Source: an optimization exercise on an open RTL-to-GDS flow (aim: a short achievable clock period and few clock cycles). Production flows keep margins and buffers that such runs may drop.
Function was checked by simulation only, so behaviour that the tests miss may differ from the original.
Power is estimated from default activity; no workload was simulated.

==> flow/design.v <==
`timescale 1ns / 1ps
module immgen(
  input i_type, s_type, b_type, u_type, j_type,
  input [31:7] inst,
  output [31:0] imm
);
assign imm = ({32{i_type}} & {{21{inst[31]}}, inst[30:20]}) |
             ({32{s_type}} & {{21{inst[31]}}, inst[30:25], inst[11:7]}) |
             ({32{b_type}} & {{20{inst[31]}}, inst[7], inst[30:25], inst[11:8], 1'b0}) |
             ({32{u_type}} & {inst[31:12], 12'b0}) |
             ({32{j_type}} & {{12{inst[31]}}, inst[19:12], inst[20], inst[30:21], 1'b0});
endmodule
`timescale 1ns / 1ps
module regfile(
    input [4:0] a_rs1,
	output [31:0] rs1,
	input [4:0] a_rs2,
	output [31:0] rs2,
	input [4:0] a_rd,
	input [31:0] rd,
	input we,
	input clk
);
reg [31:0] regfile [31:0];
assign rs1 = a_rs1!=0 ? regfile[a_rs1] : 0;
assign rs2 = a_rs2!=0 ? regfile[a_rs2] : 0;
always @(posedge clk) begin
	if (we)
		regfile[a_rd] <= rd;
end
endmodule
`timescale 1ns / 1ps
module branchcomp (
    input [31:0] a,
    input [31:0] b,
    input br_un,
    output br_eq,
	output br_lt
);
wire [32:0] as = {~br_un & a[31], a};
wire [32:0] bs = {~br_un & b[31], b};
assign br_eq = a == b;
assign br_lt = $signed(as) < $signed(bs);
endmodule
`timescale 1ns / 1ps
module alu (
    input [31:0] a, b,
    input sub,           
    input arith,         
    input sel_add, sel_sll, sel_sr, sel_slt, sel_xor, sel_or, sel_and,
    input lt,            
    output [31:0] sum,
    output [31:0] result
);
wire [31:0] bb = sub ? ~b : b;
assign sum = a + bb + {31'b0, sub};
wire [31:0] sll = a << b[4:0];
wire [32:0] sr = $signed({arith & a[31], a}) >>> b[4:0];
assign result = ({32{sel_add}} & sum) |
                ({32{sel_sll}} & sll) |
                ({32{sel_sr}}  & sr[31:0]) |
                ({32{sel_slt}} & {31'b0, lt}) |
                ({32{sel_xor}} & (a ^ b)) |
                ({32{sel_or}}  & (a | b)) |
                ({32{sel_and}} & (a & b));
endmodule
`timescale 1ns / 1ps
module loadstoreunit(
    input [2:0] st_funct3,
    input [1:0] st_addr,
    input [31:0] st_data,
    input st_en,
    output [31:0] st_wdata,
    output [3:0] st_we,
    input [2:0] ld_funct3,
    input [1:0] ld_addr,
    input [31:0] data_rdata,
    output [31:0] ld_data
);
assign st_wdata = (st_funct3[1:0] == 2'b00) ? {4{st_data[7:0]}} :
                  (st_funct3[1:0] == 2'b01) ? {2{st_data[15:0]}} :
                  st_data;
wire [3:0] we_b = 4'b0001 << st_addr;
wire [3:0] we_h = st_addr[1] ? 4'b1100 : 4'b0011;
assign st_we = ~st_en ? 4'b0000 :
               (st_funct3[1:0] == 2'b00) ? we_b :
               (st_funct3[1:0] == 2'b01) ? we_h :
               4'b1111;
wire [7:0] lb = (ld_addr == 2'd0) ? data_rdata[7:0] :
                (ld_addr == 2'd1) ? data_rdata[15:8] :
                (ld_addr == 2'd2) ? data_rdata[23:16] :
                data_rdata[31:24];
wire [15:0] lh = ld_addr[1] ? data_rdata[31:16] : data_rdata[15:0];
assign ld_data = (ld_funct3[1:0] == 2'b00) ? {{24{~ld_funct3[2] & lb[7]}}, lb} :
                 (ld_funct3[1:0] == 2'b01) ? {{16{~ld_funct3[2] & lh[15]}}, lh} :
                 data_rdata;
endmodule
`timescale 1ns / 1ps
module controlunit(
	input [4:0] opcode,
	input [2:0] funct3,
	input funct7,
	input [4:0] rd,
	output is_load, is_store, is_branch, is_jal, is_jalr, is_sys,
	output uses_rs1, uses_rs2,
	output wen,
	output i_type, s_type, b_type, u_type, j_type,
	output a_pc, a_zero, b_imm,
	output sub, arith, cmp_un,
	output sel_add, sel_sll, sel_sr, sel_slt, sel_xor, sel_or, sel_and, sel_link
);
localparam [4:0] LOAD = 5'b00000;
localparam [4:0] OP_IMM = 5'b00100;
localparam [4:0] AUIPC = 5'b00101;
localparam [4:0] STORE = 5'b01000;
localparam [4:0] OP = 5'b01100;
localparam [4:0] LUI = 5'b01101;
localparam [4:0] BRANCH = 5'b11000;
localparam [4:0] JALR = 5'b11001;
localparam [4:0] JAL = 5'b11011;
localparam [4:0] SYSTEM = 5'b11100;
wire op     = opcode == OP;
wire op_imm = opcode == OP_IMM;
wire lui    = opcode == LUI;
wire auipc  = opcode == AUIPC;
wire alu_op = op | op_imm;
assign is_load   = opcode == LOAD;
assign is_store  = opcode == STORE;
assign is_branch = opcode == BRANCH;
assign is_jal    = opcode == JAL;
assign is_jalr   = opcode == JALR;
assign is_sys    = opcode == SYSTEM;
assign uses_rs1 = alu_op | is_load | is_store | is_branch | is_jalr;
assign uses_rs2 = op | is_store | is_branch;
assign wen = (alu_op | lui | auipc | is_load | is_jal | is_jalr) & (rd != 5'd0);
assign i_type = op_imm | is_load | is_jalr;
assign s_type = is_store;
assign b_type = is_branch;
assign u_type = lui | auipc;
assign j_type = is_jal;
assign a_pc   = auipc;
assign a_zero = lui;
assign b_imm  = ~(op | is_branch);
assign sub    = op & funct7 & (funct3 == 3'b000);
assign arith  = funct7;
assign cmp_un = is_branch ? funct3[1] : funct3[0];
assign sel_add  = (alu_op & (funct3 == 3'b000)) | is_load | is_store | lui | auipc;
assign sel_sll  = alu_op & (funct3 == 3'b001);
assign sel_slt  = alu_op & (funct3[2:1] == 2'b01);
assign sel_xor  = alu_op & (funct3 == 3'b100);
assign sel_sr   = alu_op & (funct3 == 3'b101);
assign sel_or   = alu_op & (funct3 == 3'b110);
assign sel_and  = alu_op & (funct3 == 3'b111);
assign sel_link = is_jal | is_jalr;
endmodule
`timescale 1ns / 1ps
module rv32i(
   input clk,
	input reset,
   input  [31:0] inst_rdata,
   output [31:0] inst_addr,
   input [31:0] data_rdata,
   output [31:0] data_addr,
   output [31:0] data_wdata,
   output [3:0] data_we,
   output trap
);
reg [31:0] pc_f;
reg [15:0] btb_v;
reg [25:0] btb_tag [0:15];
reg [29:0] btb_tgt [0:15];
reg valid_d;
reg [31:0] ir_d;
reg [31:0] pc_d;
reg pred_d;
reg [31:0] opa_e, opb_e, sd_e;
reg fa_m_e, fa_w_e, fb_m_e, fb_w_e, fs_m_e, fs_w_e;
reg [4:0] rd_e;
reg wen_e, is_load_e, is_store_e, is_branch_e, is_jal_e, is_jalr_e;
reg pred_e, pred_btb_e;
reg [2:0] funct3_e;
reg sub_e, arith_e, cmp_un_e;
reg sel_add_e, sel_sll_e, sel_sr_e, sel_slt_e, sel_xor_e, sel_or_e, sel_and_e, sel_link_e;
reg [31:0] pc_e, link_e, alt_e, target_e;
reg trap_e;
reg wen_m, is_load_m;
reg [4:0] rd_m;
reg [31:0] result_m;
reg [2:0] funct3_m;
reg [1:0] addr_lo_m;
reg [29:0] daddr_m;
reg [3:0] dwe_m;
reg [31:0] dwdata_m;
reg wen_w;
reg [4:0] rd_w;
reg [31:0] value_w;
assign inst_addr = pc_f;
wire [3:0] f_idx = pc_f[5:2];
wire btb_hit = btb_v[f_idx] & (btb_tag[f_idx] == pc_f[31:6]);
wire [31:0] btb_target = {btb_tgt[f_idx], 2'b00};
wire [4:0] rs1_d = ir_d[19:15];
wire [4:0] rs2_d = ir_d[24:20];
wire [4:0] rd_d  = ir_d[11:7];
wire [2:0] funct3_d = ir_d[14:12];
wire is_load_d, is_store_d, is_branch_d, is_jal_d, is_jalr_d, is_sys_d;
wire uses_rs1_d, uses_rs2_d, wen_d;
wire i_type_d, s_type_d, b_type_d, u_type_d, j_type_d;
wire a_pc_d, a_zero_d, b_imm_d;
wire sub_d, arith_d, cmp_un_d;
wire sel_add_d, sel_sll_d, sel_sr_d, sel_slt_d, sel_xor_d, sel_or_d, sel_and_d, sel_link_d;
controlunit i_cont (
	.opcode(ir_d[6:2]), .funct3(funct3_d), .funct7(ir_d[30]), .rd(rd_d),
	.is_load(is_load_d), .is_store(is_store_d), .is_branch(is_branch_d),
	.is_jal(is_jal_d), .is_jalr(is_jalr_d), .is_sys(is_sys_d),
	.uses_rs1(uses_rs1_d), .uses_rs2(uses_rs2_d), .wen(wen_d),
	.i_type(i_type_d), .s_type(s_type_d), .b_type(b_type_d), .u_type(u_type_d), .j_type(j_type_d),
	.a_pc(a_pc_d), .a_zero(a_zero_d), .b_imm(b_imm_d),
	.sub(sub_d), .arith(arith_d), .cmp_un(cmp_un_d),
	.sel_add(sel_add_d), .sel_sll(sel_sll_d), .sel_sr(sel_sr_d), .sel_slt(sel_slt_d),
	.sel_xor(sel_xor_d), .sel_or(sel_or_d), .sel_and(sel_and_d), .sel_link(sel_link_d));
wire [31:0] imm_d;
immgen i_imm (
   .i_type(i_type_d), .s_type(s_type_d), .b_type(b_type_d), .u_type(u_type_d), .j_type(j_type_d),
   .inst(ir_d[31:7]),
   .imm(imm_d));
wire [31:0] target_d = pc_d + imm_d;
wire [31:0] link_d = pc_d + 32'd4;
wire [31:0] rf1, rf2;
regfile i_regf (
   .a_rs1(rs1_d), .a_rs2(rs2_d),
   .rs1(rf1), .rs2(rf2),
   .a_rd(rd_w), .rd(value_w), .we(wen_w),
   .clk(clk));
wire m_hit1 = wen_m & ~is_load_m & (rd_m == rs1_d);
wire m_hit2 = wen_m & ~is_load_m & (rd_m == rs2_d);
wire w_hit1 = wen_w & (rd_w == rs1_d);
wire w_hit2 = wen_w & (rd_w == rs2_d);
wire [31:0] rs1_val = m_hit1 ? result_m : w_hit1 ? value_w : rf1;
wire [31:0] rs2_val = m_hit2 ? result_m : w_hit2 ? value_w : rf2;
wire e_dep1 = wen_e & (rd_e == rs1_d);
wire e_dep2 = wen_e & (rd_e == rs2_d);
wire ml_dep1 = wen_m & is_load_m & (rd_m == rs1_d);
wire ml_dep2 = wen_m & is_load_m & (rd_m == rs2_d);
wire stall = valid_d & is_load_e & ((uses_rs1_d & e_dep1) | (uses_rs2_d & e_dep2));
wire redirect_d = valid_d & ~pred_d & ~stall & (is_jal_d | (is_branch_d & ir_d[31]));
wire pred_taken_d = pred_d | redirect_d;
wire [31:0] a_e = fa_m_e ? result_m : fa_w_e ? value_w : opa_e;
wire [31:0] b_e = fb_m_e ? result_m : fb_w_e ? value_w : opb_e;
wire [31:0] s_e = fs_m_e ? result_m : fs_w_e ? value_w : sd_e;
wire br_eq, br_lt;
branchcomp i_branchcomp (
   .a(a_e), .b(b_e), .br_un(cmp_un_e),
   .br_eq(br_eq), .br_lt(br_lt));
wire [31:0] sum_e, alu_e;
alu i_alu (
   .a(a_e), .b(b_e), .sub(sub_e), .arith(arith_e),
   .sel_add(sel_add_e), .sel_sll(sel_sll_e), .sel_sr(sel_sr_e), .sel_slt(sel_slt_e),
   .sel_xor(sel_xor_e), .sel_or(sel_or_e), .sel_and(sel_and_e),
   .lt(br_lt),
   .sum(sum_e), .result(alu_e));
wire [31:0] result_e = alu_e | ({32{sel_link_e}} & link_e);
wire cond_e = funct3_e[2] ? (br_lt ^ funct3_e[0]) : (br_eq ^ funct3_e[0]);
wire taken_e = is_jal_e | (is_branch_e & cond_e);
wire mispredict = (is_branch_e & (cond_e ^ pred_e)) | is_jalr_e;
wire [31:0] mp_pc = is_jalr_e ? {sum_e[31:1], 1'b0} : alt_e;
wire [31:0] st_wdata;
wire [3:0] st_we;
wire [31:0] ld_data;
loadstoreunit i_lsu (
   .st_funct3(funct3_e), .st_addr(sum_e[1:0]), .st_data(s_e), .st_en(is_store_e),
   .st_wdata(st_wdata), .st_we(st_we),
   .ld_funct3(funct3_m), .ld_addr(addr_lo_m), .data_rdata(data_rdata),
   .ld_data(ld_data));
assign data_addr = {daddr_m, 2'b00};
assign data_we = dwe_m;
assign data_wdata = dwdata_m;
assign trap = trap_e;
wire go_d = valid_d & ~stall & ~mispredict;
wire [3:0] e_idx = pc_e[5:2];
always @(posedge clk) begin
	if (reset) pc_f <= 32'b0;
	else if (mispredict) pc_f <= mp_pc;
	else if (stall) pc_f <= pc_f;
	else if (redirect_d) pc_f <= target_d;
	else if (btb_hit) pc_f <= btb_target;
	else pc_f <= pc_f + 32'd4;
	if (reset) btb_v <= 16'b0;
	else if ((is_branch_e | is_jal_e) & taken_e) btb_v[e_idx] <= 1'b1;
	else if (is_branch_e & ~cond_e & pred_btb_e) btb_v[e_idx] <= 1'b0;
	if ((is_branch_e | is_jal_e) & taken_e) begin
		btb_tag[e_idx] <= pc_e[31:6];
		btb_tgt[e_idx] <= target_e[31:2];
	end
	if (reset | mispredict) valid_d <= 1'b0;
	else if (~stall) valid_d <= ~redirect_d;
	if (~stall) begin
		ir_d <= inst_rdata;
		pc_d <= pc_f;
		pred_d <= btb_hit;
	end
	if (reset | ~go_d) begin
		wen_e <= 1'b0;
		is_load_e <= 1'b0;
		is_store_e <= 1'b0;
		is_branch_e <= 1'b0;
		is_jal_e <= 1'b0;
		is_jalr_e <= 1'b0;
		trap_e <= 1'b0;
	end else begin
		wen_e <= wen_d;
		is_load_e <= is_load_d;
		is_store_e <= is_store_d;
		is_branch_e <= is_branch_d;
		is_jal_e <= is_jal_d;
		is_jalr_e <= is_jalr_d;
		trap_e <= is_sys_d;
	end
	if (~stall) begin
		opa_e <= a_zero_d ? 32'b0 : a_pc_d ? pc_d : rs1_val;
		opb_e <= b_imm_d ? imm_d : rs2_val;
		sd_e <= rs2_val;
		fa_m_e <= uses_rs1_d & e_dep1;
		fa_w_e <= uses_rs1_d & ~e_dep1 & ml_dep1;
		fb_m_e <= ~b_imm_d & e_dep2;
		fb_w_e <= ~b_imm_d & ~e_dep2 & ml_dep2;
		fs_m_e <= e_dep2;
		fs_w_e <= ~e_dep2 & ml_dep2;
		rd_e <= rd_d;
		pred_e <= pred_taken_d;
		pred_btb_e <= pred_d;
		funct3_e <= funct3_d;
		sub_e <= sub_d;
		arith_e <= arith_d;
		cmp_un_e <= cmp_un_d;
		sel_add_e <= sel_add_d;
		sel_sll_e <= sel_sll_d;
		sel_sr_e <= sel_sr_d;
		sel_slt_e <= sel_slt_d;
		sel_xor_e <= sel_xor_d;
		sel_or_e <= sel_or_d;
		sel_and_e <= sel_and_d;
		sel_link_e <= sel_link_d;
		pc_e <= pc_d;
		link_e <= link_d;
		alt_e <= pred_taken_d ? link_d : target_d;
		target_e <= target_d;
	end
	if (reset) begin
		wen_m <= 1'b0;
		is_load_m <= 1'b0;
		dwe_m <= 4'b0;
	end else begin
		wen_m <= wen_e;
		is_load_m <= is_load_e;
		dwe_m <= st_we;
	end
	rd_m <= rd_e;
	result_m <= result_e;
	funct3_m <= funct3_e;
	addr_lo_m <= sum_e[1:0];
	daddr_m <= sum_e[31:2];
	dwdata_m <= st_wdata;
	if (reset) wen_w <= 1'b0;
	else wen_w <= wen_m;
	rd_w <= rd_m;
	value_w <= is_load_m ? ld_data : result_m;
end
endmodule
==> flow/run.sh <==
#!/bin/bash
# synth_recipe.tcl (not shown) runs the flow's synth.tcl, then flattens the netlist and writes it again
# the make line also repeats each setting of config.mk as NAME=value (left out here)
make -C /OpenROAD-flow-scripts/flow DESIGN_CONFIG=/design/flow/config.mk WORK_HOME=/design/flow/orfs CLKGATE_MAP_FILE= SYNTH_SCRIPT=/design/flow/synth_recipe.tcl finish
==> flow/config.mk <==
export PLATFORM = sky130hd
export DESIGN_NAME = rv32i
export DESIGN_NICKNAME = rv32i
export VERILOG_FILES = /design/flow/design.v
export SDC_FILE = /design/flow/constraint.sdc
export NUM_CORES = 4
export LEC_CHECK = 0
export CAP_MARGIN = 20
export CORE_MARGIN = 2
export CORE_UTILIZATION = 40
export SETUP_SLACK_MARGIN = 0.3
export SLEW_MARGIN = 20
==> flow/constraint.sdc <==
create_clock -name core_clock -period 11.0 [get_ports {clk}]
set_input_delay 2.2000 -clock core_clock [delete_from_list [all_inputs] [get_ports {clk}]]
set_output_delay 2.2000 -clock core_clock [all_outputs]
set_load 0.01 [all_outputs]
==> metrics.yaml, run 1 <==
post-place-cells: 10700
cts_hold_buf: 0
tns_ns: 0
critPathRequiredTime_ns: 11.46
synth_area_per_cell_sq_um: 16.2
slew_viol_final: 0
clock_latency_ns: 0.90
synth-seq-area-share: 0.625
ctsResizeCount: 0
final_cells: 11200
arrival_ns: 7.84
ios: 167
synthToLayoutAreaGrowth_pct: 13.3
drt_iter0_drc: 9445
wl_per_cell_um: 33.5
drc: 0
nets: 7487
grtUsageMet3: 0.0476
crit_chain: "buf_4, mux2i_1, o21a_2, buf_4, ha_1, nor4_1, nand4_1, nor3_1, a211oi_1, o211ai_1, mux2i_1, or2_2, a21o_1, nor2b_1, nor2b_1, and2_4, buf_4"
gr-usage-all-layers: 0.255
met1_usage: 0.351
grt_pass1_wl_um: 528000
cts_max_level: 5
maxSlewHeadroom: 0.200
worstHoldStart: "rd_m[3]"
start_util: 0.401
ant_nets: 0
cts_tree: "yes"
synth_edf_count: 2230
final_cell_mix: "edfxtp_1 (2,230), mux4_2 (892), nor2_1 (480)"
fp.dieW_um: 538
chipHeight_um: 538
cp-end-kind: "flop"
largest_reg_flops: 1024
layout_commonest_cell: "edfxtp_1"
dieArea_sq_mm: 0.290
cp_common_cell: "buf_4"
grt_pass1_vias: 68800
cts-buffers-inserted: 267
clock_path_buffers: 4
fmax_ghz: 0.136
leakagePower_nw: 43.9
dp_hpwl_um: 236000
finClkSkew_ns: 0.0675
drt_wl_total_um: 377000
async_flop_share: 0
rr_worst_depth: 17
ys_types: 82
holdPathStages: 0
cpMaxStageDelayCell: "buf_4"
io_buffer_count: 162
reg_top3: "i_regf.regfile: 1024 flops, btb_tgt: 480 flops, btb_tag: 416 flops"
rsz0062_at_grt: "no"
setup_violations: 0
reg2reg_slack_ns: 3.63
min_to: "rd_w[3]"
crit_type: "reg -> reg"
dp_slack_ns: 3.91
gp_congestion: 0.976
power.density_mw_per_mm2: 169
min_period_over_period: 0.670
fin_crit_ns: 7.37
r2r-end: "btb_tgt[1][24]"
antenna_found_initial: 30
finalHoldViolCount: 0
cap_viol_max_count: 0
clock_sinks: 2448
vias: 70000
setup_ws_ns: 3.63
netlist_area_sq_mm: 0.114
busiest_layer: "met2"
drive_above_1_share: 0.227
netlist_instances: 7067
outcome: "complete, no violations"
top_register: "i_regf.regfile"
r2r-start: "fb_w_e"
grt_util_met2: 0.401
clk_pin_slew_worst_paths_ns: 0.06
worst_ir_drop_vdd_uv: 134
fillCellCount: 24600
hold_class: "reg -> reg"
critPathMaxFanout: 49
critPathLaunchType: "flop"
synth-main-ff-cell: "edfxtp_1"
worst_path_largest_cell_delay_ns: 0.69
tightest_slew_ns: 1.19
grt_max_degree: 147
fin_util: 0.455
dr.pass1.iters: 6
post-cts-setup-buffer-count: 0
yosysWarningCount: 2
core_sq_mm: 0.284
viasPerCell: 6.24
synth_seq_cells: 2448
overflow: 0
cts-root-buf: "clkbuf_16"
rows: 196
-- worst max-delay path by stage --
stage                           from              to
after floorplan              ir_d[6]        alt_e[0]
after global placement    value_w[6]  btb_tgt[3][24]
after detailed placement      fb_w_e  btb_tgt[3][18]
after CTS                     fb_w_e  btb_tgt[3][24]
after global routing          fb_w_e  btb_tgt[1][24]
final                         fb_w_e  btb_tgt[1][24]
-- metal layers --
| metal | vias to the layer above | share of wire |
|---|---|---|
| li1 | 28700 | - |
| met1 | 36800 | 0.40 |
| met2 | 3795 | 0.46 |
| met3 | 699 | 0.096 |
| met4 | 6 | 0.045 |
| met5 | - | 0.000096 |
-- metrics by stage --
step / hold slack, ns / power (mW) / cell area, sq um
after floorplan: 0.346 / 12.2 / 114000
after global placement: 0.385 / 13.3 / 121000
after detailed placement: 0.384 / 13.3 / 121000
after CTS: 0.395 / 22.0 / 129000
after global routing: 0.402 / 22.5 / 129000
final: 0.395 / 21.9 / 129000
-- synth_stat cells, drive strengths merged, types with 63 or more instances --
master	count	area, sq um
nand2	362	1360
nor2	517	1940
inv	132	495
mux4	892	20100
ha	165	2060
o211ai	63	473
a21oi	343	1720
dfxtp	218	4360
buf	149	654
xnor2	144	1260
nand3	82	410
xor2	72	631
o21ai	266	1330
edfxtp	2230	67000
mux2i	283	2830
mux2	84	946
clkbuf	333	1250
-- power breakdown --
group | internal [mW] | switching [mW]
clock network | 4.92 | 3.78
registers | 10.4 | 0.249
logic | 0.984 | 1.56
-- cell families (layout without fill, tap and decap cells) --
kind of cell	after synthesis	in the layout	share of synthesized area
muxes	1259	1259	0.209
AOI/OAI and AO/OA	1062	1062	0.0584
DFF	2448	2448	0.625
buffers and inverters	617	1008	0.0211
adders and majority gates	167	167	0.0184
and+or+nand+nor	1297	1297	0.0515
other	1	12	0.0000329
xor gates and xnor gates	216	216	0.0166
-- area by class of cell --
type / instances / area (sq um) / area share
Clock buffer: 331 / 7080 / 0.0547
Tap cell: 3762 / 4710 / 0.0364
Clock inverter: 143 / 1230 / 0.00949
Multi-Input combinational cell: 4003 / 40900 / 0.316
Sequential cell: 2448 / 71400 / 0.552
Inverter: 135 / 508 / 0.00393
Timing Repair Buffer: 399 / 3540 / 0.0274
Antenna cell: 10 / 25.0 / 0.000193
-- critical path: cells and delay by family, from the launching register on --
kind / cells / cell delay, ns
AO/OA/AOI/OAI: 4 / 1.36
adder cells (fa/ha/maj): 1 / 0.37
buffers and inverters: 3 / 1.79
flip-flops: 1 / 0.32
multiplexers: 2 / 0.59
AND/OR/NAND/NOR: 7 / 2.35
Testbench counts, summed over its fixed seeds: cycles 140,210.
==> run 2: changes to the inputs <==
--- a/flow/design.v
+++ b/flow/design.v
@@ -166,9 +166,13 @@
    output trap
 );
 reg [31:0] pc_f;
-reg [15:0] btb_v;
-reg [25:0] btb_tag [0:15];
-reg [29:0] btb_tgt [0:15];
+reg [7:0] btb_v;
+reg [26:0] btb_tag [0:7];
+reg [29:0] btb_tgt [0:7];
+reg upd_set, upd_clr;
+reg [2:0] upd_idx;
+reg [26:0] upd_tag;
+reg [29:0] upd_tgt;
 reg valid_d;
 reg [31:0] ir_d;
 reg [31:0] pc_d;
@@ -183,6 +187,7 @@
 reg sel_add_e, sel_sll_e, sel_sr_e, sel_slt_e, sel_xor_e, sel_or_e, sel_and_e, sel_link_e;
 reg [31:0] pc_e, link_e, alt_e, target_e;
 reg trap_e;
+reg kill_e;
 reg wen_m, is_load_m;
 reg [4:0] rd_m;
 reg [31:0] result_m;
@@ -195,9 +200,15 @@
 reg [4:0] rd_w;
 reg [31:0] value_w;
 assign inst_addr = pc_f;
-wire [3:0] f_idx = pc_f[5:2];
-wire btb_hit = btb_v[f_idx] & (btb_tag[f_idx] == pc_f[31:6]);
+wire [2:0] f_idx = pc_f[4:2];
+wire btb_hit = btb_v[f_idx] & (btb_tag[f_idx] == pc_f[31:5]);
 wire [31:0] btb_target = {btb_tgt[f_idx], 2'b00};
+wire wen_x = wen_e & ~kill_e;
+wire is_load_x = is_load_e & ~kill_e;
+wire is_store_x = is_store_e & ~kill_e;
+wire is_branch_x = is_branch_e & ~kill_e;
+wire is_jal_x = is_jal_e & ~kill_e;
+wire is_jalr_x = is_jalr_e & ~kill_e;
 wire [4:0] rs1_d = ir_d[19:15];
 wire [4:0] rs2_d = ir_d[24:20];
 wire [4:0] rd_d  = ir_d[11:7];
@@ -237,11 +248,11 @@
 wire w_hit2 = wen_w & (rd_w == rs2_d);
 wire [31:0] rs1_val = m_hit1 ? result_m : w_hit1 ? value_w : rf1;
 wire [31:0] rs2_val = m_hit2 ? result_m : w_hit2 ? value_w : rf2;
-wire e_dep1 = wen_e & (rd_e == rs1_d);
-wire e_dep2 = wen_e & (rd_e == rs2_d);
+wire e_dep1 = wen_x & (rd_e == rs1_d);
+wire e_dep2 = wen_x & (rd_e == rs2_d);
 wire ml_dep1 = wen_m & is_load_m & (rd_m == rs1_d);
 wire ml_dep2 = wen_m & is_load_m & (rd_m == rs2_d);
-wire stall = valid_d & is_load_e & ((uses_rs1_d & e_dep1) | (uses_rs2_d & e_dep2));
+wire stall = valid_d & is_load_x & ((uses_rs1_d & e_dep1) | (uses_rs2_d & e_dep2));
 wire redirect_d = valid_d & ~pred_d & ~stall & (is_jal_d | (is_branch_d & ir_d[31]));
 wire pred_taken_d = pred_d | redirect_d;
 wire [31:0] a_e = fa_m_e ? result_m : fa_w_e ? value_w : opa_e;
@@ -260,14 +271,14 @@
    .sum(sum_e), .result(alu_e));
 wire [31:0] result_e = alu_e | ({32{sel_link_e}} & link_e);
 wire cond_e = funct3_e[2] ? (br_lt ^ funct3_e[0]) : (br_eq ^ funct3_e[0]);
-wire taken_e = is_jal_e | (is_branch_e & cond_e);
-wire mispredict = (is_branch_e & (cond_e ^ pred_e)) | is_jalr_e;
+wire taken_e = is_jal_x | (is_branch_x & cond_e);
+wire mispredict = (is_branch_x & (cond_e ^ pred_e)) | is_jalr_x;
 wire [31:0] mp_pc = is_jalr_e ? {sum_e[31:1], 1'b0} : alt_e;
 wire [31:0] st_wdata;
 wire [3:0] st_we;
 wire [31:0] ld_data;
 loadstoreunit i_lsu (
-   .st_funct3(funct3_e), .st_addr(sum_e[1:0]), .st_data(s_e), .st_en(is_store_e),
+   .st_funct3(funct3_e), .st_addr(sum_e[1:0]), .st_data(s_e), .st_en(is_store_x),
    .st_wdata(st_wdata), .st_we(st_we),
    .ld_funct3(funct3_m), .ld_addr(addr_lo_m), .data_rdata(data_rdata),
    .ld_data(ld_data));
@@ -275,8 +286,7 @@
 assign data_we = dwe_m;
 assign data_wdata = dwdata_m;
 assign trap = trap_e;
-wire go_d = valid_d & ~stall & ~mispredict;
-wire [3:0] e_idx = pc_e[5:2];
+wire go_d = valid_d & ~stall;
 always @(posedge clk) begin
 	if (reset) pc_f <= 32'b0;
 	else if (mispredict) pc_f <= mp_pc;
@@ -284,12 +294,22 @@
 	else if (redirect_d) pc_f <= target_d;
 	else if (btb_hit) pc_f <= btb_target;
 	else pc_f <= pc_f + 32'd4;
-	if (reset) btb_v <= 16'b0;
-	else if ((is_branch_e | is_jal_e) & taken_e) btb_v[e_idx] <= 1'b1;
-	else if (is_branch_e & ~cond_e & pred_btb_e) btb_v[e_idx] <= 1'b0;
-	if ((is_branch_e | is_jal_e) & taken_e) begin
-		btb_tag[e_idx] <= pc_e[31:6];
-		btb_tgt[e_idx] <= target_e[31:2];
+	if (reset) begin
+		upd_set <= 1'b0;
+		upd_clr <= 1'b0;
+	end else begin
+		upd_set <= taken_e;
+		upd_clr <= is_branch_x & ~cond_e & pred_btb_e;
+	end
+	upd_idx <= pc_e[4:2];
+	upd_tag <= pc_e[31:5];
+	upd_tgt <= target_e[31:2];
+	if (reset) btb_v <= 8'b0;
+	else if (upd_set) btb_v[upd_idx] <= 1'b1;
+	else if (upd_clr) btb_v[upd_idx] <= 1'b0;
+	if (upd_set) begin
+		btb_tag[upd_idx] <= upd_tag;
+		btb_tgt[upd_idx] <= upd_tgt;
 	end
 	if (reset | mispredict) valid_d <= 1'b0;
 	else if (~stall) valid_d <= ~redirect_d;
@@ -306,16 +326,18 @@
 		is_jal_e <= 1'b0;
 		is_jalr_e <= 1'b0;
 		trap_e <= 1'b0;
+		kill_e <= 1'b0;
 	end else begin
+		kill_e <= mispredict;
 		wen_e <= wen_d;
 		is_load_e <= is_load_d;
 		is_store_e <= is_store_d;
 		is_branch_e <= is_branch_d;
 		is_jal_e <= is_jal_d;
 		is_jalr_e <= is_jalr_d;
-		trap_e <= is_sys_d;
+		trap_e <= is_sys_d & ~mispredict;
 	end
-	if (~stall) begin
+	begin
 		opa_e <= a_zero_d ? 32'b0 : a_pc_d ? pc_d : rs1_val;
 		opb_e <= b_imm_d ? imm_d : rs2_val;
 		sd_e <= rs2_val;
@@ -350,8 +372,8 @@
 		is_load_m <= 1'b0;
 		dwe_m <= 4'b0;
 	end else begin
-		wen_m <= wen_e;
-		is_load_m <= is_load_e;
+		wen_m <= wen_x;
+		is_load_m <= is_load_x;
 		dwe_m <= st_we;
 	end
 	rd_m <= rd_e;
==> flow/flow/run.sh (new file) <==
#!/bin/bash
set -euo pipefail
MARGIN=7.6

# 1. standard synthesis, unchanged
bash standard.sh synth > synth.log 2>&1

# 2. floorplan to final layout, with the setup-repair margin
sed "s|\"\${@:-finish}\"|SETUP_SLACK_MARGIN=$MARGIN \"\${@:-finish}\"|" standard.sh > standard_margin.sh
grep -q "SETUP_SLACK_MARGIN=$MARGIN" standard_margin.sh
bash standard_margin.sh finish > layout.log 2>&1
test -f out/final.def
==> flow/standard.sh (new file) <==
#!/bin/bash
# synth_recipe.tcl (not shown) runs the flow's synth.tcl, then flattens the netlist and writes it again
# the make line also repeats each setting of config.mk as NAME=value (left out here)
make -C /OpenROAD-flow-scripts/flow DESIGN_CONFIG=/design/flow/config.mk WORK_HOME=/design/flow/orfs CLKGATE_MAP_FILE= SYNTH_SCRIPT=/design/flow/synth_recipe.tcl "${@:-finish}"
removed: flow/run.sh
==> metrics.yaml, run 2 <==
tns_ns: 0
yosys.area.top_type: "edfxtp_1"
drt_iter0_drc: 8067
async_flop_share: 0
synth-main-ff-cell: "edfxtp_1"
power.internal_mw: 14.2
worst_path_largest_cell_delay_ns: 0.41
leakagePower_nw: 41.5
power.density_mw_per_mm2: 164
fin_crit_ns: 4.06
grt_pass1_vias: 62500
core_sq_mm: 0.238
maxSlewHeadroom: 0.194
critPathMaxFanout: 6
tightest_slew_ns: 1.20
slew_viol_final: 0
dp_slack_ns: 5.43
largest_reg_flops: 1024
antenna_found_initial: 37
viasPerCell: 6.27
clkPwrFrac: 0.385
cts-buffers-inserted: 212
io_buffer_count: 162
drive_above_1_share: 0.370
worst_ir_drop_vdd_uv: 137
top_register: "i_regf.regfile"
finalHoldViolCount: 0
finClkSkew_ns: 0.104
synth_edf_count: 1543
cts_hold_buf: 0
comb_power_share: 0.160
arrival_ns: 4.78
critPathRequiredTime_ns: 11.72
overflow: 0
dr.pass1.iters: 8
cts-root-buf: "clkbuf_16"
grt_pass1_wl_um: 488000
clock_sinks: 2062
yosys-top-cells-area: "edfxtp_1 (48%), mux4_2 (18%), dfxtp_1 (11%)"
cts_tree: "yes"
cp-end-kind: "flop"
gr-usage-all-layers: 0.284
vias: 64100
cpMaxStageDelayCell: "fa_2"
fillCellCount: 19900
start_util: 0.403
layout_commonest_cell: "edfxtp_1"
final_cell_mix: "edfxtp_1 (1,543), mux4_2 (754), dfxtp_1 (390)"
synth_top_cell_area_share: 0.483
switching_share: 0.271
fin_util: 0.499
setup_ws_ns: 6.94
reg_top3: "i_regf.regfile: 1024 flops, btb_tgt: 240 flops, btb_tag: 216 flops"
ys_types: 92
crit_chain: "buf_12, mux2_4, mux2i_4, buf_12, o21ai_4, fa_2, a211oi_2, o211ai_1, buf_4, nand3_4, o21ai_4, a311oi_4, a211oi_4, or2_1, a211o_1, a221o_1"
clock_path_buffers: 3
dp_hpwl_um: 216000
synth_common_cells: "edfxtp_1 (1,543), mux4_2 (754), dfxtp_1 (519)"
synth_area_per_cell_sq_um: 15.2
clock_latency_ns: 0.92
grt_max_degree: 66
ios: 167
clk_pin_slew_worst_paths_ns: 0.06
chipHeight_um: 494
fp.dieW_um: 494
sequentialPowerShare: 0.455
netlist_area_sq_mm: 0.0960
rows: 179
gp_congestion: 0.964
crit_type: "reg -> reg"
dieArea_sq_mm: 0.244
outcome: "complete, no violations"
setup_violations: 0
min_period_over_period: 0.369
cap_viol_max_count: 0
critPathLaunchType: "flop"
place_area_sq_mm: 0.102
yosysMostFrequentCell: "edfxtp_1"
power_switching_mw: 5.28
synth-seq-area-share: 0.591
final_area_sq_mm: 0.119
drt_wl_total_um: 356000
netlist_instances: 6301
wl_per_cell_um: 34.9
drc: 0
ant_nets: 0
cts_max_level: 4
hold_class: "reg -> reg"
rsz0062_at_grt: "yes"
nets: 7085
fmax_ghz: 0.246
synth_seq_cells: 2062
synthToLayoutAreaGrowth_pct: 23.8
yosysWarningCount: 2
run 2: cell count changes after synthesis, sizes merged, moves of 29 or more:
cell,previous run,this run
edfxtp,2230,1543
dfxtp,218,519
mux4,892,754
mux2i,283,378
o21ai,266,183
nor2,517,440
a21oi,343,286
clkbuf,333,280
nand2,362,321
a22oi,43,78
xnor2,144,115
run 2: metrics by stage:
step / hold slack [ns] / total power [mW] / instances
final: 0.234 / 19.5 / 10200
after global routing: 0.227 / 20.0 / 10200
after CTS: 0.212 / 19.3 / 10100
after detailed placement: 0.312 / 11.4 / 9367
after global placement: 0.311 / 11.4 / 9366
after floorplan: 0.310 / 10.4 / 6302
run 2: critical path, delay by kind of cell (launching register included):
family	cells	cell delay, ns
multiplexers	2	0.52
flip-flops	1	0.40
buffers and inverters	3	0.47
AO/OA/AOI/OAI	8	1.75
AND/OR/NAND/NOR	2	0.35
adder cells (fa/ha/maj)	1	0.41
run 2: worst paths after layout:
path                                from            to  slack [ns]  cells past startpoint
worst max register to register    fb_w_e  result_m[30]        6.94                     16
worst min register to register  pc_e[10]    upd_tag[5]        0.23                      0
worst min-delay path            pc_e[10]    upd_tag[5]        0.23                      0
worst max-delay path              fb_w_e  result_m[30]        6.94                     16
run 2: final cells by class:
cell class | count | area (sq um) | share of cell area
Inverter | 120 | 498 | 0.00419
Clock buffer | 259 | 5630 | 0.0474
Antenna cell | 11 | 27.5 | 0.000232
Sequential cell | 2062 | 57000 | 0.480
Timing Repair Buffer | 763 | 8510 | 0.0716
Clock inverter | 140 | 1710 | 0.0143
Multi-Input combinational cell | 3694 | 41500 | 0.349
Tap cell | 3167 | 3960 | 0.0333
run 2: cell families after synthesis:
kind of cell             after synthesis  share of synthesized area
AO/OA/AOI/OAI                        949                     0.0643
XOR/XNOR                             193                     0.0176
adder cells (fa/ha/maj)              166                     0.0218
buffers and inverters                550                     0.0230
flip-flops                          2062                      0.591
multiplexers                        1220                      0.227
other                                  1                  0.0000391
AND/OR/NAND/NOR                     1160                     0.0558
run 2: power by group through the flow:
| stage | sequential (mW) | clock [mW] | combinational [mW] |
|---|---|---|---|
| after floorplan | 8.94 | 0 | 1.44 |
| after global placement | 9.07 | 0 | 2.36 |
| after detailed placement | 9.08 | 0 | 2.37 |
| after CTS | 8.86 | 7.58 | 2.87 |
| after global routing | 8.88 | 7.89 | 3.22 |
| final | 8.87 | 7.51 | 3.11 |
run 2: timing repair:
action,in CTS,in global routing
setup buffers,290,103
endpoints found under the hold margin,0,0
cloned,29,17
resized for setup,1261,269
pin swaps,141,158
endpoints found under the setup margin,388,281
run 2: routing by layer:
metal,global-route usage,wire [um]
met5,0,34
met4,0.144,21800
met3,0.0542,33400
met2,0.443,164000
met1,0.379,137000
Testbench counts of run 2, summed over its fixed seeds: cycles 140,756.
==> run 3: changes to the inputs <==
--- a/flow/design.v
+++ b/flow/design.v
@@ -177,7 +177,13 @@
 reg [31:0] ir_d;
 reg [31:0] pc_d;
 reg pred_d;
-reg [31:0] opa_e, opb_e, sd_e;
+reg is_load_d, is_store_d, is_branch_d, is_jal_d, is_jalr_d, is_sys_d;
+reg uses_rs1_d, uses_rs2_d, wen_d;
+reg a_pc_d, a_zero_d, b_imm_d;
+reg sub_d, arith_d, cmp_un_d;
+reg sel_add_d, sel_sll_d, sel_sr_d, sel_slt_d, sel_xor_d, sel_or_d, sel_and_d, sel_link_d;
+reg [31:0] imm_d;
+reg [31:0] opa_e, opb_e, sd_e, imm_e;
 reg fa_m_e, fa_w_e, fb_m_e, fb_w_e, fs_m_e, fs_w_e;
 reg [4:0] rd_e;
 reg wen_e, is_load_e, is_store_e, is_branch_e, is_jal_e, is_jalr_e;
@@ -187,6 +193,7 @@
 reg sel_add_e, sel_sll_e, sel_sr_e, sel_slt_e, sel_xor_e, sel_or_e, sel_and_e, sel_link_e;
 reg [31:0] pc_e, link_e, alt_e, target_e;
 reg trap_e;
+reg br_inv_e;
 reg kill_e;
 reg wen_m, is_load_m;
 reg [4:0] rd_m;
@@ -203,6 +210,27 @@
 wire [2:0] f_idx = pc_f[4:2];
 wire btb_hit = btb_v[f_idx] & (btb_tag[f_idx] == pc_f[31:5]);
 wire [31:0] btb_target = {btb_tgt[f_idx], 2'b00};
+wire is_load_f, is_store_f, is_branch_f, is_jal_f, is_jalr_f, is_sys_f;
+wire uses_rs1_f, uses_rs2_f, wen_f;
+wire i_type_f, s_type_f, b_type_f, u_type_f, j_type_f;
+wire a_pc_f, a_zero_f, b_imm_f;
+wire sub_f, arith_f, cmp_un_f;
+wire sel_add_f, sel_sll_f, sel_sr_f, sel_slt_f, sel_xor_f, sel_or_f, sel_and_f, sel_link_f;
+controlunit i_cont (
+	.opcode(inst_rdata[6:2]), .funct3(inst_rdata[14:12]), .funct7(inst_rdata[30]), .rd(inst_rdata[11:7]),
+	.is_load(is_load_f), .is_store(is_store_f), .is_branch(is_branch_f),
+	.is_jal(is_jal_f), .is_jalr(is_jalr_f), .is_sys(is_sys_f),
+	.uses_rs1(uses_rs1_f), .uses_rs2(uses_rs2_f), .wen(wen_f),
+	.i_type(i_type_f), .s_type(s_type_f), .b_type(b_type_f), .u_type(u_type_f), .j_type(j_type_f),
+	.a_pc(a_pc_f), .a_zero(a_zero_f), .b_imm(b_imm_f),
+	.sub(sub_f), .arith(arith_f), .cmp_un(cmp_un_f),
+	.sel_add(sel_add_f), .sel_sll(sel_sll_f), .sel_sr(sel_sr_f), .sel_slt(sel_slt_f),
+	.sel_xor(sel_xor_f), .sel_or(sel_or_f), .sel_and(sel_and_f), .sel_link(sel_link_f));
+wire [31:0] imm_f;
+immgen i_imm (
+   .i_type(i_type_f), .s_type(s_type_f), .b_type(b_type_f), .u_type(u_type_f), .j_type(j_type_f),
+   .inst(inst_rdata[31:7]),
+   .imm(imm_f));
 wire wen_x = wen_e & ~kill_e;
 wire is_load_x = is_load_e & ~kill_e;
 wire is_store_x = is_store_e & ~kill_e;
@@ -213,27 +241,6 @@
 wire [4:0] rs2_d = ir_d[24:20];
 wire [4:0] rd_d  = ir_d[11:7];
 wire [2:0] funct3_d = ir_d[14:12];
-wire is_load_d, is_store_d, is_branch_d, is_jal_d, is_jalr_d, is_sys_d;
-wire uses_rs1_d, uses_rs2_d, wen_d;
-wire i_type_d, s_type_d, b_type_d, u_type_d, j_type_d;
-wire a_pc_d, a_zero_d, b_imm_d;
-wire sub_d, arith_d, cmp_un_d;
-wire sel_add_d, sel_sll_d, sel_sr_d, sel_slt_d, sel_xor_d, sel_or_d, sel_and_d, sel_link_d;
-controlunit i_cont (
-	.opcode(ir_d[6:2]), .funct3(funct3_d), .funct7(ir_d[30]), .rd(rd_d),
-	.is_load(is_load_d), .is_store(is_store_d), .is_branch(is_branch_d),
-	.is_jal(is_jal_d), .is_jalr(is_jalr_d), .is_sys(is_sys_d),
-	.uses_rs1(uses_rs1_d), .uses_rs2(uses_rs2_d), .wen(wen_d),
-	.i_type(i_type_d), .s_type(s_type_d), .b_type(b_type_d), .u_type(u_type_d), .j_type(j_type_d),
-	.a_pc(a_pc_d), .a_zero(a_zero_d), .b_imm(b_imm_d),
-	.sub(sub_d), .arith(arith_d), .cmp_un(cmp_un_d),
-	.sel_add(sel_add_d), .sel_sll(sel_sll_d), .sel_sr(sel_sr_d), .sel_slt(sel_slt_d),
-	.sel_xor(sel_xor_d), .sel_or(sel_or_d), .sel_and(sel_and_d), .sel_link(sel_link_d));
-wire [31:0] imm_d;
-immgen i_imm (
-   .i_type(i_type_d), .s_type(s_type_d), .b_type(b_type_d), .u_type(u_type_d), .j_type(j_type_d),
-   .inst(ir_d[31:7]),
-   .imm(imm_d));
 wire [31:0] target_d = pc_d + imm_d;
 wire [31:0] link_d = pc_d + 32'd4;
 wire [31:0] rf1, rf2;
@@ -269,16 +276,18 @@
    .sel_xor(sel_xor_e), .sel_or(sel_or_e), .sel_and(sel_and_e),
    .lt(br_lt),
    .sum(sum_e), .result(alu_e));
+wire [31:0] addr_e = a_e + imm_e;
 wire [31:0] result_e = alu_e | ({32{sel_link_e}} & link_e);
-wire cond_e = funct3_e[2] ? (br_lt ^ funct3_e[0]) : (br_eq ^ funct3_e[0]);
+wire cmp_e = funct3_e[2] ? br_lt : br_eq;
+wire cond_e = cmp_e ^ funct3_e[0];
 wire taken_e = is_jal_x | (is_branch_x & cond_e);
-wire mispredict = (is_branch_x & (cond_e ^ pred_e)) | is_jalr_x;
-wire [31:0] mp_pc = is_jalr_e ? {sum_e[31:1], 1'b0} : alt_e;
+wire mispredict = (is_branch_x & (cmp_e ^ br_inv_e)) | is_jalr_x;
+wire [31:0] mp_pc = is_jalr_e ? {addr_e[31:1], 1'b0} : alt_e;
 wire [31:0] st_wdata;
 wire [3:0] st_we;
 wire [31:0] ld_data;
 loadstoreunit i_lsu (
-   .st_funct3(funct3_e), .st_addr(sum_e[1:0]), .st_data(s_e), .st_en(is_store_x),
+   .st_funct3(funct3_e), .st_addr(addr_e[1:0]), .st_data(s_e), .st_en(is_store_x),
    .st_wdata(st_wdata), .st_we(st_we),
    .ld_funct3(funct3_m), .ld_addr(addr_lo_m), .data_rdata(data_rdata),
    .ld_data(ld_data));
@@ -317,6 +326,30 @@
 		ir_d <= inst_rdata;
 		pc_d <= pc_f;
 		pred_d <= btb_hit;
+		is_load_d <= is_load_f;
+		is_store_d <= is_store_f;
+		is_branch_d <= is_branch_f;
+		is_jal_d <= is_jal_f;
+		is_jalr_d <= is_jalr_f;
+		is_sys_d <= is_sys_f;
+		uses_rs1_d <= uses_rs1_f;
+		uses_rs2_d <= uses_rs2_f;
+		wen_d <= wen_f;
+		a_pc_d <= a_pc_f;
+		a_zero_d <= a_zero_f;
+		b_imm_d <= b_imm_f;
+		sub_d <= sub_f;
+		arith_d <= arith_f;
+		cmp_un_d <= cmp_un_f;
+		sel_add_d <= sel_add_f;
+		sel_sll_d <= sel_sll_f;
+		sel_sr_d <= sel_sr_f;
+		sel_slt_d <= sel_slt_f;
+		sel_xor_d <= sel_xor_f;
+		sel_or_d <= sel_or_f;
+		sel_and_d <= sel_and_f;
+		sel_link_d <= sel_link_f;
+		imm_d <= imm_f;
 	end
 	if (reset | ~go_d) begin
 		wen_e <= 1'b0;
@@ -341,6 +374,7 @@
 		opa_e <= a_zero_d ? 32'b0 : a_pc_d ? pc_d : rs1_val;
 		opb_e <= b_imm_d ? imm_d : rs2_val;
 		sd_e <= rs2_val;
+		imm_e <= imm_d;
 		fa_m_e <= uses_rs1_d & e_dep1;
 		fa_w_e <= uses_rs1_d & ~e_dep1 & ml_dep1;
 		fb_m_e <= ~b_imm_d & e_dep2;
@@ -349,6 +383,7 @@
 		fs_w_e <= ~e_dep2 & ml_dep2;
 		rd_e <= rd_d;
 		pred_e <= pred_taken_d;
+		br_inv_e <= funct3_d[0] ^ pred_taken_d;
 		pred_btb_e <= pred_d;
 		funct3_e <= funct3_d;
 		sub_e <= sub_d;
@@ -379,8 +414,8 @@
 	rd_m <= rd_e;
 	result_m <= result_e;
 	funct3_m <= funct3_e;
-	addr_lo_m <= sum_e[1:0];
-	daddr_m <= sum_e[31:2];
+	addr_lo_m <= addr_e[1:0];
+	daddr_m <= addr_e[31:2];
 	dwdata_m <= st_wdata;
 	if (reset) wen_w <= 1'b0;
 	else wen_w <= wen_m;
--- a/flow/config.mk
+++ b/flow/config.mk
@@ -7,6 +7,6 @@
 export LEC_CHECK = 0
 export CAP_MARGIN = 20
 export CORE_MARGIN = 2
-export CORE_UTILIZATION = 40
-export SETUP_SLACK_MARGIN = 0.3
+export CORE_UTILIZATION = 55
+export PLACE_DENSITY = 0.68
 export SLEW_MARGIN = 20
==> metrics.yaml, run 3 <==
outcome: "complete, no violations"
hold_class: "reg -> reg"
cpMaxStageDelayCell: "nor4bb_1"
setup_violations: 0
ys_types: 94
grt_pass1_vias: 64400
final_cell_mix: "edfxtp_1 (1,587), mux4_2 (743), dfxtp_1 (450)"
yosys-top-cells-area: "edfxtp_1 (48%), mux4_2 (17%), dfxtp_1 (11%)"
arrival_ns: 5.24
fin_crit_ns: 4.52
yosysMostFrequentCell: "edfxtp_1"
cp_common_cell: "buf_4"
synth-compound-area-share: 0.0666
ios: 167
grt_max_degree: 85
layout_commonest_cell: "edfxtp_1"
rows: 156
cts-root-buf: "clkbuf_16"
path_delay_family: "simple AND/OR/NAND/NOR gates"
fin_util: 0.657
synth_edf_count: 1587
drive_above_1_share: 0.314
drt_iter0_drc: 9229
synth-main-ff-cell: "edfxtp_1"
vias: 66700
dieArea_sq_mm: 0.185
clk_pin_slew_worst_paths_ns: 0.06
overflow: 0
drt_wl_total_um: 345000
cts_hold_buf: 0
grt_pass1_wl_um: 479000
critPathLaunchType: "flop"
finClkSkew_ns: 0.0550
netlist_instances: 6679
io_buffer_count: 162
p_total_mw: 19.7
dr.pass1.iters: 6
cts_tree: "yes"
clock_path_buffers: 3
drc: 0
synth_seq_cells: 2138
min_period_over_period: 0.411
tightest_slew_ns: 1.27
gp_congestion: 1.03
yosys.area.top_type: "edfxtp_1"
viasPerCell: 6.89
power.density_mw_per_mm2: 166
tns_ns: 0
rsz0062_at_grt: "yes"
synth_top_family_by_area: "multiplexers"
synthSimpleGateAreaFrac: 0.0583
yosysWarningCount: 2
ant_nets: 0
clock_latency_ns: 0.91
synth-seq-area-share: 0.587
synth_xor_area_frac: 0.0191
synth_area_per_cell_sq_um: 15.0
crit_type: "reg -> reg"
netlist_area_sq_mm: 0.0999
maxSlewHeadroom: 0.146
synthToLayoutAreaGrowth_pct: 18.7
worst-path-buf-inv: 3
start_util: 0.553
nets: 7359
critPathMaxFanout: 5
critPathRequiredTime_ns: 11.72
largest_reg_flops: 1024
worst_ir_drop_vdd_uv: 178
dp_hpwl_um: 209000
antenna_found_initial: 42
cts-buffers-inserted: 214
worst_path_largest_cell_delay_ns: 0.79
slew_viol_final: 0
synthMuxAreaShare: 0.221
synth_fa_ha_area_frac: 0.0250
core_sq_mm: 0.181
crit_chain: "buf_12, buf_4, mux2i_1, nor2_1, a21oi_2, ha_1, or4_4, nor4b_4, o311ai_2, buf_4, a41o_1, a21oi_1, xnor2_1, nor4bb_1"
top_register: "i_regf.regfile"
async_flop_share: 0
gr-usage-all-layers: 0.368
chipHeight_um: 430
cts_max_level: 4
synth_common_cells: "edfxtp_1 (1,587), mux4_2 (743), dfxtp_1 (551)"
synth_top_cell_area_share: 0.477
fp.dieW_um: 430
leakagePower_nw: 42.3
cp-end-kind: "flop"
reg_top3: "i_regf.regfile: 1024 flops, btb_tgt: 240 flops, btb_tag: 216 flops"
wl_per_cell_um: 35.7
clock_sinks: 2138
fmax_ghz: 0.221
cap_viol_max_count: 0
finalHoldViolCount: 0
[run 3: cell families after synthesis]
logic type,count (synthesis)
other,1
DFF,2138
buffers and inverters,566
and+or+nand+nor,1278
adders and majority gates,198
muxes,1264
xor gates and xnor gates,218
AOI/OAI and AO/OA,1016
[run 3: layout make-up]
class | count | area [sq um]
antenna | 29 | 72.6
clock buffer | 284 | 5980
clock inverter | 119 | 1340
fill | 12400 | 61900
inverter | 130 | 512
multi-input combinational | 3980 | 41900
sequential | 2138 | 59000
tap | 2370 | 2970
timing repair buffer | 631 | 6900
[run 3: per-stage QoR]
| stage | cell area [sq um] | setup WS, ns | cells | hold WS (ns) |
|---|---|---|---|---|
| floorplan | 101000 | 6.95 | 6680 | 0.310 |
| global placement | 105000 | 5.11 | 8932 | 0.310 |
| detailed placement | 105000 | 5.07 | 8932 | 0.312 |
| CTS | 116000 | 6.62 | 9547 | 0.326 |
| global route | 119000 | 6.42 | 9653 | 0.329 |
| finish | 119000 | 6.48 | 9681 | 0.322 |
[run 3: what timing repair did]
action,in CTS,in global routing
setup buffers,183,95
pin swaps,92,108
gates cloned,29,9
gates resized for setup,956,240
endpoints found under the setup margin,366,283
[run 3: metal layers]
layer / up-vias / global-route usage / wire length [um]
li1: 27200 / - / -
met1: 33700 / 0.477 / 123000
met3: 1109 / 0.0906 / 39100
met2: 4604 / 0.554 / 157000
met4: 26 / 0.244 / 27100
met5: - / 0 / 175
[run 3: power by group]
group	leakage (nW)	switching, mW	total [mW]	internal [mW]
clock	3.57	3.20	7.58	4.38
sequential	19.5	0.260	9.17	8.91
combinational	19.2	1.72	2.93	1.21
[run 3: worst paths after layout]
check	start	endpoint	slack, ns	cells past startpoint
setup reg to reg	fb_w_e	upd_clr	6.48	14
hold reg to reg	pc_e[15]	upd_tag[10]	0.32	0
hold / removal	pc_e[15]	upd_tag[10]	0.32	0
setup / recovery	fb_w_e	upd_clr	6.48	14
Testbench counts of run 3, summed over its fixed seeds: cycles 140,756.
==> run 4: changes to the inputs <==
--- a/flow/design.v
+++ b/flow/design.v
@@ -167,11 +167,11 @@
 );
 reg [31:0] pc_f;
 reg [7:0] btb_v;
-reg [26:0] btb_tag [0:7];
+reg [29:0] btb_tag [0:7];
 reg [29:0] btb_tgt [0:7];
 reg upd_set, upd_clr;
 reg [2:0] upd_idx;
-reg [26:0] upd_tag;
+reg [29:0] upd_tag;
 reg [29:0] upd_tgt;
 reg valid_d;
 reg [31:0] ir_d;
@@ -184,7 +184,6 @@
 reg sel_add_d, sel_sll_d, sel_sr_d, sel_slt_d, sel_xor_d, sel_or_d, sel_and_d, sel_link_d;
 reg [31:0] imm_d;
 reg [31:0] opa_e, opb_e, sd_e, imm_e;
-reg fa_m_e, fa_w_e, fb_m_e, fb_w_e, fs_m_e, fs_w_e;
 reg [4:0] rd_e;
 reg wen_e, is_load_e, is_store_e, is_branch_e, is_jal_e, is_jalr_e;
 reg pred_e, pred_btb_e;
@@ -197,7 +196,7 @@
 reg kill_e;
 reg wen_m, is_load_m;
 reg [4:0] rd_m;
-reg [31:0] result_m;
+reg [31:0] result_mb;   
 reg [2:0] funct3_m;
 reg [1:0] addr_lo_m;
 reg [29:0] daddr_m;
@@ -205,11 +204,20 @@
 reg [31:0] dwdata_m;
 reg wen_w;
 reg [4:0] rd_w;
-reg [31:0] value_w;
+reg [31:0] value_w;     
 assign inst_addr = pc_f;
-wire [2:0] f_idx = pc_f[4:2];
-wire btb_hit = btb_v[f_idx] & (btb_tag[f_idx] == pc_f[31:5]);
-wire [31:0] btb_target = {btb_tgt[f_idx], 2'b00};
+wire [7:0] btb_hits;
+wire [29:0] btb_sel [0:8];
+assign btb_sel[0] = 30'b0;
+genvar bi;
+generate
+	for (bi = 0; bi < 8; bi = bi + 1) begin : btb_cmp
+		assign btb_hits[bi] = btb_v[bi] & (btb_tag[bi] == pc_f[31:2]);
+		assign btb_sel[bi+1] = btb_sel[bi] | ({30{btb_hits[bi]}} & btb_tgt[bi]);
+	end
+endgenerate
+wire btb_hit = |btb_hits;
+wire [31:0] btb_target = {btb_sel[8], 2'b00};
 wire is_load_f, is_store_f, is_branch_f, is_jal_f, is_jalr_f, is_sys_f;
 wire uses_rs1_f, uses_rs2_f, wen_f;
 wire i_type_f, s_type_f, b_type_f, u_type_f, j_type_f;
@@ -249,22 +257,21 @@
    .rs1(rf1), .rs2(rf2),
    .a_rd(rd_w), .rd(value_w), .we(wen_w),
    .clk(clk));
-wire m_hit1 = wen_m & ~is_load_m & (rd_m == rs1_d);
-wire m_hit2 = wen_m & ~is_load_m & (rd_m == rs2_d);
+wire m_hit1 = wen_m & (rd_m == rs1_d);
+wire m_hit2 = wen_m & (rd_m == rs2_d);
 wire w_hit1 = wen_w & (rd_w == rs1_d);
 wire w_hit2 = wen_w & (rd_w == rs2_d);
-wire [31:0] rs1_val = m_hit1 ? result_m : w_hit1 ? value_w : rf1;
-wire [31:0] rs2_val = m_hit2 ? result_m : w_hit2 ? value_w : rf2;
+wire [31:0] m_val = is_load_m ? ld_data : result_mb;
+wire [31:0] rs1_val = m_hit1 ? m_val : w_hit1 ? value_w : rf1;
+wire [31:0] rs2_val = m_hit2 ? m_val : w_hit2 ? value_w : rf2;
 wire e_dep1 = wen_x & (rd_e == rs1_d);
 wire e_dep2 = wen_x & (rd_e == rs2_d);
-wire ml_dep1 = wen_m & is_load_m & (rd_m == rs1_d);
-wire ml_dep2 = wen_m & is_load_m & (rd_m == rs2_d);
 wire stall = valid_d & is_load_x & ((uses_rs1_d & e_dep1) | (uses_rs2_d & e_dep2));
 wire redirect_d = valid_d & ~pred_d & ~stall & (is_jal_d | (is_branch_d & ir_d[31]));
 wire pred_taken_d = pred_d | redirect_d;
-wire [31:0] a_e = fa_m_e ? result_m : fa_w_e ? value_w : opa_e;
-wire [31:0] b_e = fb_m_e ? result_m : fb_w_e ? value_w : opb_e;
-wire [31:0] s_e = fs_m_e ? result_m : fs_w_e ? value_w : sd_e;
+wire [31:0] a_e = opa_e;
+wire [31:0] b_e = opb_e;
+wire [31:0] s_e = sd_e;
 wire br_eq, br_lt;
 branchcomp i_branchcomp (
    .a(a_e), .b(b_e), .br_un(cmp_un_e),
@@ -311,7 +318,7 @@
 		upd_clr <= is_branch_x & ~cond_e & pred_btb_e;
 	end
 	upd_idx <= pc_e[4:2];
-	upd_tag <= pc_e[31:5];
+	upd_tag <= pc_e[31:2];
 	upd_tgt <= target_e[31:2];
 	if (reset) btb_v <= 8'b0;
 	else if (upd_set) btb_v[upd_idx] <= 1'b1;
@@ -371,16 +378,10 @@
 		trap_e <= is_sys_d & ~mispredict;
 	end
 	begin
-		opa_e <= a_zero_d ? 32'b0 : a_pc_d ? pc_d : rs1_val;
-		opb_e <= b_imm_d ? imm_d : rs2_val;
-		sd_e <= rs2_val;
+		opa_e <= (uses_rs1_d & e_dep1) ? result_e : a_zero_d ? 32'b0 : a_pc_d ? pc_d : rs1_val;
+		opb_e <= (~b_imm_d & e_dep2) ? result_e : b_imm_d ? imm_d : rs2_val;
+		sd_e <= e_dep2 ? result_e : rs2_val;
 		imm_e <= imm_d;
-		fa_m_e <= uses_rs1_d & e_dep1;
-		fa_w_e <= uses_rs1_d & ~e_dep1 & ml_dep1;
-		fb_m_e <= ~b_imm_d & e_dep2;
-		fb_w_e <= ~b_imm_d & ~e_dep2 & ml_dep2;
-		fs_m_e <= e_dep2;
-		fs_w_e <= ~e_dep2 & ml_dep2;
 		rd_e <= rd_d;
 		pred_e <= pred_taken_d;
 		br_inv_e <= funct3_d[0] ^ pred_taken_d;
@@ -412,7 +413,7 @@
 		dwe_m <= st_we;
 	end
 	rd_m <= rd_e;
-	result_m <= result_e;
+	if (wen_x) result_mb <= result_e;
 	funct3_m <= funct3_e;
 	addr_lo_m <= addr_e[1:0];
 	daddr_m <= addr_e[31:2];
@@ -420,6 +421,6 @@
 	if (reset) wen_w <= 1'b0;
 	else wen_w <= wen_m;
 	rd_w <= rd_m;
-	value_w <= is_load_m ? ld_data : result_m;
+	if (wen_m) value_w <= is_load_m ? ld_data : result_mb;
 end
 endmodule
==> metrics.yaml, run 4 <==
dieArea_sq_mm: 0.186
fmax_ghz: 0.258
antenna_found_initial: 42
netlist_instances: 6579
met1_usage: 0.494
clk_pin_slew_worst_paths_ns: 0.07
dp_hpwl_um: 213000
rows: 156
reg_top3: "i_regf.regfile: 1024 flops, btb_tag: 240 flops, btb_tgt: 240 flops"
slew_viol_final: 0
clock_path_buffers: 3
critPathMaxFanout: 4
post-place-cells: 8884
drt_iter0_drc: 10700
overflow: 0
synth_top_cell_area_share: 0.500
synth_common_cells: "edfxtp_1 (1,675), mux4_2 (712), dfxtp_1 (478)"
cp-end-kind: "flop"
place_area_sq_mm: 0.105
grt_pass1_vias: 65000
wl_per_cell_um: 36.9
fin_crit_ns: 3.87
cap_viol_max_count: 0
yosysWarningCount: 2
finClkSkew_ns: 0.0665
path_delay_family: "simple AND/OR/NAND/NOR gates"
cts-root-buf: "clkbuf_16"
gr-usage-all-layers: 0.379
clock_latency_ns: 0.88
gp_congestion: 1.00
setup_violations: 0
critPathRequiredTime_ns: 11.75
core_sq_mm: 0.181
start_util: 0.555
synthToLayoutAreaGrowth_pct: 21.3
final_area_sq_mm: 0.122
synth-seq-area-share: 0.596
synth-main-ff-cell: "edfxtp_1"
chipHeight_um: 431
min_period_over_period: 0.352
crit_type: "reg -> reg"
final_cell_mix: "edfxtp_1 (1,675), mux4_2 (712), buf_4 (393)"
crit_chain: "inv_1, ha_1, nor4_4, and2_4, and3_4, o311ai_2, buf_4, a31oi_4, mux2_4, a211o_4, buf_12, or4b_4, o2111a_1"
maxSlewHeadroom: 0.152
async_flop_share: 0
drive_above_1_share: 0.344
worst_ir_drop_vdd_uv: 151
yosys.area.top_type: "edfxtp_1"
cpMaxStageDelayCell: "or4b_4"
netlist_area_sq_mm: 0.101
drc: 0
yosysMostFrequentCell: "edfxtp_1"
cts_hold_buf: 0
nets: 7437
arrival_ns: 4.62
cts_tree: "yes"
power.density_mw_per_mm2: 158
grt_pass1_wl_um: 494000
synth_area_per_cell_sq_um: 15.3
final_cells: 9751
worst-path-buf-inv: 3
synth_edf_count: 1675
leakagePower_nw: 42.7
drt_wl_total_um: 360000
worst_path_largest_cell_delay_ns: 0.55
grt_util_met2: 0.575
top_register: "i_regf.regfile"
hold_class: "reg -> reg"
rsz0062_at_grt: "yes"
synth_seq_cells: 2153
io_buffer_count: 162
ios: 167
cts_max_level: 4
grt_max_degree: 85
finalHoldViolCount: 0
fp.dieW_um: 431
largest_reg_flops: 1024
clock_sinks: 2153
cts-buffers-inserted: 209
vias: 68800
tns_ns: 0
dr.pass1.iters: 8
grtUsageMet3: 0.0930
tightest_slew_ns: 1.27
busiest_layer: "met2"
ant_nets: 0
viasPerCell: 7.05
ys_types: 102
critPathLaunchType: "flop"
outcome: "complete, no violations"
layout_commonest_cell: "edfxtp_1"
p_total_mw: 19.2
yosys-top-cells-area: "edfxtp_1 (50%), mux4_2 (16%), dfxtp_1 (9.5%)"
fillCellCount: 12200
fin_util: 0.673
run 4: changes by cell type after synthesis, sizes merged, moves of 41 or more:
cell | previous run | this run
o22ai | 7 | 66
nand2 | 370 | 297
clkbuf | 299 | 212
dfxtp | 551 | 478
nand4 | 43 | 151
xnor2 | 150 | 321
inv | 125 | 176
xor2 | 68 | 109
mux2i | 407 | 109
buf | 137 | 207
edfxtp | 1587 | 1675
nor2 | 485 | 368
a21oi | 327 | 204
run 4: area by class of cell:
| type | count | area (sq um) | share of cell area |
|---|---|---|---|
| diodes | 28 | 70.1 | 0.000575 |
| clock buffers | 270 | 5700 | 0.0467 |
| clock inverters | 127 | 1560 | 0.0128 |
| inverters | 179 | 734 | 0.00603 |
| multi-input cells | 3830 | 41600 | 0.342 |
| flip-flops and latches | 2153 | 60200 | 0.494 |
| well taps | 2370 | 2970 | 0.0243 |
| repair buffers | 791 | 9030 | 0.0741 |
| repair inverters | 3 | 22.5 | 0.000185 |
run 4: cell families after synthesis:
logic type	Yosys count	synth area share
AO/OA/AOI/OAI	1037	0.0712
other	1	0.0000373
buffers and inverters	598	0.0271
adder cells (fa/ha/maj)	204	0.0256
flip-flops	2153	0.596
AND/OR/NAND/NOR	1238	0.0615
XOR/XNOR	430	0.0377
multiplexers	918	0.181
run 4: path summary, 6_finish.rpt:
kind | start | end | slack, ns | cells after the start
hold reg to reg | target_e[12] | upd_tgt[10] | 0.32 | 0
setup reg to reg | opb_e[30] | pc_f[26] | 7.13 | 13
setup / recovery | opb_e[30] | pc_f[26] | 7.13 | 13
hold / removal | target_e[12] | upd_tgt[10] | 0.32 | 0
run 4: per-stage QoR:
| stage | hold slack, ns | worst slack, ns |
|---|---|---|
| floorplan | 0.310 | 7.02 |
| global placement | 0.310 | 5.70 |
| detailed placement | 0.312 | 5.68 |
| CTS | 0.324 | 7.27 |
| global route | 0.329 | 7.15 |
| finish | 0.321 | 7.13 |
run 4: report_power, final:
group	internal, mW	total, mW	switching [mW]
sequential	8.88	9.11	0.224
combinational	1.10	2.54	1.44
clock	4.29	7.56	3.27
total	14.3	19.2	4.93
run 4: what timing repair did:
| item | 4_1_cts | 5_1_grt |
|---|---|---|
| setup buffers | 267 | 110 |
| cloned | 34 | 13 |
| gates resized for setup | 1232 | 357 |
| pin swaps | 144 | 149 |
| setup endpoints to repair | 433 | 345 |
| hold endpoints to repair | 0 | 0 |
run 4: per-layer routing:
metal,part of all wire,up-vias,routed length [um]
met5,0.00029,-,103
met4,0.078,16,28100
met3,0.13,1239,45200
met2,0.45,5251,163000
met1,0.34,34900,123000
li1,-,27400,-
Testbench counts of run 4, summed over its fixed seeds: cycles 140,756.

-- port drivers added, routing unchanged --
How much do the figures lean on ideal ports? The routed layouts below were timed once more, with nothing changed but the port constraints.
Step 1: set_driving_cell puts a clkbuf_16 on clk and a buf_2 on each other input, an assumption about the parent block.
Step 2 also shifts input and output timing later by t, the mid clock arrival at the registers, as if the neighbouring blocks saw the same clock.
Slacks: ideal ports / drivers / drivers and shift; pairs: ideal ports / drivers.
| run | t, ns | setup slack, ns | hold slack, ns | worst setup path at the end | worst slew at a driven data input, ns |
|---|---|---|---|---|---|
| run 1 | 0.953 | 3.626 / 3.626 / 3.626 | 0.395 / 0.395 / 0.395 | register to register | 0.22 |
| run 2 | 0.960 | 6.936 / 6.936 / 6.662 | 0.234 / 0.234 / 0.234 | input to register | 0.16 |
| run 3 | 0.979 | 6.475 / 6.475 / 6.449 | 0.322 / 0.322 / 0.322 | input to register | 0.16 |
| run 4 | 0.932 | 7.130 / 7.130 / 6.451 | 0.321 / 0.321 / 0.321 | input to register | 0.16 |
After both steps setup and hold are still met in every run listed. For run 4, which loses most, drivers alone change the setup slack by 0.000 ns; drivers and shift together by -0.679 ns.
